This is an optimization exercise on Yosys and OpenROAD, whose aim is small area and a short achievable clock period, not a production implementation. RTL that was checked went through simulation tests only; none was proved equivalent to the original. Power is estimated from default activity; no workload was simulated.

==> inputs of v3 <==
## FIR
module FIR(Dout,
           Din,
           clk,
           reset);
    output  [17:0]  Dout;
    input   [7:0]   Din;
    input           clk, reset;
    reg [7:0]  x1, x2n, x3, x4n, x5, x6n, x7;
    reg [15:0] S;
    wire       rn;       
    rinv ur (reset, rn);
    wire s1, c2;
    fa u2 (x2n[0], x4n[0], 1'b1, s1, c2);
    wire s3, c4;
    fa u4 (x2n[1], x4n[1], c2, s3, c4);
    wire s5, c6;
    fa u6 (x2n[2], x4n[2], c4, s5, c6);
    wire s7, c8;
    fa u8 (x2n[3], x4n[3], c6, s7, c8);
    wire s9, c10;
    fa u10 (x2n[4], x4n[4], c8, s9, c10);
    wire s11, c12;
    fa u12 (x2n[5], x4n[5], c10, s11, c12);
    wire s13, c14;
    fa u14 (x2n[6], x4n[6], c12, s13, c14);
    wire s15, c16;
    fa u16 (x2n[7], x4n[7], c14, s15, c16);
    wire n17 = ~x6n[0];
    wire n18 = ~x6n[1];
    wire n19 = ~x6n[2];
    wire n20 = ~x6n[3];
    wire n21 = ~x6n[4];
    wire n22 = ~x6n[5];
    wire n23 = ~x6n[6];
    wire n24 = ~x6n[7];
    wire n25 = ~s1;
    wire n26 = ~s3;
    wire n27 = ~s5;
    wire n28 = ~s7;
    wire n29 = ~s9;
    wire n30 = ~s11;
    wire n31 = ~s13;
    wire n32 = ~s15;
    wire n33 = ~c16;
    wire n34 = ~x7[0];
    wire n35 = ~x7[1];
    wire n36 = ~x7[2];
    wire n37 = ~x7[3];
    wire n38 = ~x7[4];
    wire n39 = ~x7[5];
    wire n40 = ~x7[6];
    wire n41 = ~x7[7];
    wire s42, c43;
    fa u43 (n17, n34, Din[0], s42, c43);
    wire s44, c45;
    fa u45 (n18, n35, s1, s44, c45);
    wire s46, c47;
    fa u47 (s44, Din[1], c43, s46, c47);
    wire s48, c49;
    fa u49 (x3[0], n19, n36, s48, c49);
    wire s50, c51;
    fa u51 (s48, s3, c45, s50, c51);
    wire s52, c53;
    fa u53 (s50, Din[2], c47, s52, c53);
    wire s54, c55;
    fa u55 (x3[1], x7[0], n20, s54, c55);
    wire s56, c57;
    fa u57 (n37, c49, s54, s56, c57);
    wire s58, c59;
    fa u59 (s56, s5, c51, s58, c59);
    wire s60, c61;
  ...
==> flow/config.mk <==
export PLATFORM = sky130hd
export DESIGN_NAME = FIR
export DESIGN_NICKNAME = FIR
export VERILOG_FILES = /design/flow/design.v
export SDC_FILE = /design/flow/constraint.sdc
export NUM_CORES = 4
export LEC_CHECK = 0
export ABC_AREA = 0
export CAP_MARGIN = 20
export CORE_MARGIN = 2
export CORE_UTILIZATION = 40
export SETUP_SLACK_MARGIN = 5
export SLEW_MARGIN = 20
export SYNTH_HIERARCHICAL = 1
export SYNTH_MINIMUM_KEEP_SIZE = 0
==> flow/constraint.sdc <==
create_clock -name core_clock -period 12.0 [get_ports {clk}]
set_input_delay 2.4000 -clock core_clock [delete_from_list [all_inputs] [get_ports {clk}]]
set_output_delay 2.4000 -clock core_clock [all_outputs]
set_load 0.01 [all_outputs]
standard.sh (not shown) runs the stock make flow with config.mk's settings and CLKGATE_MAP_FILE= SYNTH_SCRIPT=/design/flow/synth_recipe.tcl, a recipe that flattens the netlist after the stock synthesis.
==> flow/flow/run.sh <==
#!/bin/bash
# Own layout flow: the standard ORFS flow (standard.sh's make command and
# synthesis, unchanged), with these changes after synthesis:
#  - timing repair aims at a setup slack margin of $MARGIN ns,
#  - port buffers are buf_2 cells (ORFS's default pick is a delay cell),
#  - clock tree: clkbuf_8 buffers, larger sink clusters, no dummy loads.
# ORFS writes each tool's log under orfs/logs/; make's output goes to
# make_*.log in this folder.
set -euo pipefail
MARGIN=5
MAKELINE=$(grep '^make ' standard.sh | sed 's/"\${@:-finish}"//')
run_make() { eval "$MAKELINE"' "$@"'; }
run_make synth > make_synth.log 2>&1
run_make "SETUP_SLACK_MARGIN=$MARGIN" \
  "BUFFER_PORTS_ARGS=-buffer_cell sky130_fd_sc_hd__buf_2" \
  "CTS_ARGS=-sink_clustering_enable -repair_clock_nets -dont_use_dummy_load -buf_list sky130_fd_sc_hd__clkbuf_8 -sink_clustering_size 30 -sink_clustering_max_diameter 100" \
  finish > make_finish.log 2>&1
# everything is built: this only writes out/final.def from the final layout
bash standard.sh finish > make_def.log 2>&1
==> inputs of v9, as changes to v3 <==
--- a/flow/design.v
+++ b/flow/design.v
@@ -185,15 +185,14 @@
     wire s174, c175;
     fa u175 (s170, n30, c153, s174, c175);
     wire s176, c177;
     fa u177 (s172, c155, s174, s176, c177);
     wire s178, c179;
     fa u179 (c16, s176, c157, s178, c179);
-    wire s180, c181;
-    xnor1 x181 (s178, c159, s180);
-    or1 o181 (s178, c159, c181);
+    wire w180 = ~(s178 ^ c159);
+    wire w181 = s178 | c159;
     wire s182, c183;
     fa u183 (x1[5], x5[5], x3[5], s182, c183);
     wire s184, c185;
     fa u185 (x3[6], x7[7], n23, s184, c185);
     wire s186, c187;
     fa u187 (c161, c163, s182, s186, c187);
@@ -256,31 +255,26 @@
     ha u244 (s112, c242, s243, c244);
     wire s245, c246;
     ha u246 (s136, c244, s245, c246);
     wire s247, c248;
     ha u248 (s158, c246, s247, c248);
     wire s249, c250;
-    ha u250 (s180, c248, s249, c250);
+    ha u250 (w180, c248, s249, c250);
     wire s251, c252;
-    fa u252 (c181, s198, c250, s251, c252);
-    wire s253, c254;
-    xnor1 x254 (s214, c252, s253);
-    or1 o254 (s214, c252, c254);
-    wire s255, c256;
-    xnor1 x256 (s226, c254, s255);
-    or1 o256 (s226, c254, c256);
-    wire s257, c258;
-    xnor1 x258 (s232, c256, s257);
-    or1 o258 (s232, c256, c258);
-    wire s259, c260;
-    xnor1 x260 (s234, c258, s259);
-    or1 o260 (s234, c258, c260);
-    wire s261, c262;
-    xnor1 x262 (c235, c260, s261);
-    or1 o262 (c235, c260, c262);
-    wire [15:0] S_next = {s261, s259, s257, s255, s253, s251, s249, s247, s245, s243, s241, s239, s237, n236, s46, s42};
+    fa u252 (w181, s198, c250, s251, c252);
+    wire w253 = ~(s214 ^ c252);
+    wire w254 = s214 | c252;
+    wire w255 = ~(s226 ^ w254);
+    wire w256 = s226 | w254;
+    wire w257 = ~(s232 ^ w256);
+    wire w258 = s232 | w256;
+    wire w259 = ~(s234 ^ w258);
+    wire w260 = s234 | w258;
+    wire w261 = ~(c235 ^ w260);
+    wire w262 = c235 | w260;
+    wire [15:0] S_next = {w261, w259, w257, w255, w253, s251, s249, s247, s245, s243, s241, s239, s237, n236, s46, s42};
     always @(posedge clk) begin
         x1  <= Din & {8{rn}};
         x2n <= ~(x1 & {8{rn}});
         x3  <= ~(x2n | {8{reset}});
         x4n <= ~(x3 & {8{rn}});
         x5  <= ~(x4n | {8{reset}});
@@ -422,18 +416,12 @@
     wire o_w121 = s[15] ^ o_w103;
     assign y = {o_w121, o_w120, o_w119, o_w118, o_w117, o_w116, o_w115, o_w114, o_w113, o_w112, o_w111, o_w110, o_w109, o_w108, o_w107, o_s25};
 endmodule
 module rinv(input r, output rn);
     assign rn = ~r;
 endmodule
-module xnor1(input a, input b, output y);
-    assign y = ~(a ^ b);
-endmodule
-module or1(input a, input b, output y);
-    assign y = a | b;
-endmodule
 module fa(input a, input b, input c, output s, output co);
     assign s = a ^ b ^ c;
     assign co = (a & b) | (a & c) | (b & c);
 endmodule
 module ha(input a, input b, output s, output co);
     assign s = a ^ b;
--- a/flow/flow/run.sh
+++ b/flow/flow/run.sh
@@ -4,13 +4,13 @@
 #  - timing repair aims at a setup slack margin of $MARGIN ns,
 #  - port buffers are buf_2 cells (ORFS's default pick is a delay cell),
 #  - clock tree: clkbuf_8 buffers, larger sink clusters, no dummy loads.
 # ORFS writes each tool's log under orfs/logs/; make's output goes to
 # make_*.log in this folder.
 set -euo pipefail
-MARGIN=5
+MARGIN=5.6
 MAKELINE=$(grep '^make ' standard.sh | sed 's/"\${@:-finish}"//')
 run_make() { eval "$MAKELINE"' "$@"'; }
 run_make synth > make_synth.log 2>&1
 run_make "SETUP_SLACK_MARGIN=$MARGIN" \
   "BUFFER_PORTS_ARGS=-buffer_cell sky130_fd_sc_hd__buf_2" \
   "CTS_ARGS=-sink_clustering_enable -repair_clock_nets -dont_use_dummy_load -buf_list sky130_fd_sc_hd__clkbuf_8 -sink_clustering_size 30 -sink_clustering_max_diameter 100" \
Settings changed: ABC_AREA 0 to 1.
==> summary of the runs <==
Of v3 and v9, v3 has the higher critical path depth (gap 6). Register-to-register slack: v3 is worse than v9 (450 ps). Against v3, the sequential share of layout area of v9 is lower by 2.3 points. In v3 the non-clock buffer count is lower than in v9, by 7. In v9 the core utilization is higher than in v3, by 2.6 points. In v9 the global-route usage is higher than in v3, by 0.91 points. Worst setup slack: v9 is higher than v3 (360 ps).
==> figures <==
item	v3	v9
Status	no timing/DRC/antenna violations	no timing/DRC/antenna violations
Combined flip-flop and latch cell area	1440 sq um	1450 sq um
Total routed wirelength	8.55 mm	9.48 mm
Worst-case hold slack	397 ps	396 ps
Register share of the cell area	25.7%	23.5%
Area of the core	12100 sq um	12600 sq um
Share of final layout cell area taken by non-clock buffers	5.33%	7.35%
CP Class	reg -> reg	in -> out
DP Wirelength	7.08 mm	7.40 mm
Share of power burned in the clock network	12.4%	11.0%
Clock latency on the worst-skew pair	340 ps	360 ps
Post-synthesis share of cell area spent on full adders, half adders and majority gates	50.4%	50.0%
Post-route total power	1.15 mW	1.33 mW
Worst setup slack for register-to-register paths	5030 ps	5480 ps
Share of the clock period used by the worst path	58.1%	55.0%
Routability cong.	0.832	0.845
Function not checked in v3: the RTL went through the layout flow alone.

-- what the ideal ports hide --
The flow's constraints put no driver on any port. The routed layouts listed below were extracted and timed again, unchanged, in two steps. Step 1 assumes that a clkbuf_16 drives the clock port and a buf_2 every other input. Step 2 also shifts input and output timing later by t, the mid clock arrival at the registers, as if the neighbouring blocks saw the same clock. Three values: ideal, step 1, step 2; two values: the first two.
run	t, ns	setup WS [ns]	hold slack, ns	worst slew at a driven data input, ns
v3	0.362	5.034 / 4.999 / 4.692	0.397 / 0.397 / 0.397	0.06
v9	0.373	5.398 / 5.339 / 5.024	0.396 / 0.396 / 0.396	0.07
After both steps setup and hold are still met in every run listed. The setup slack of v9, which loses most, moves by -0.059 ns with the drivers and by -0.374 ns with both steps.
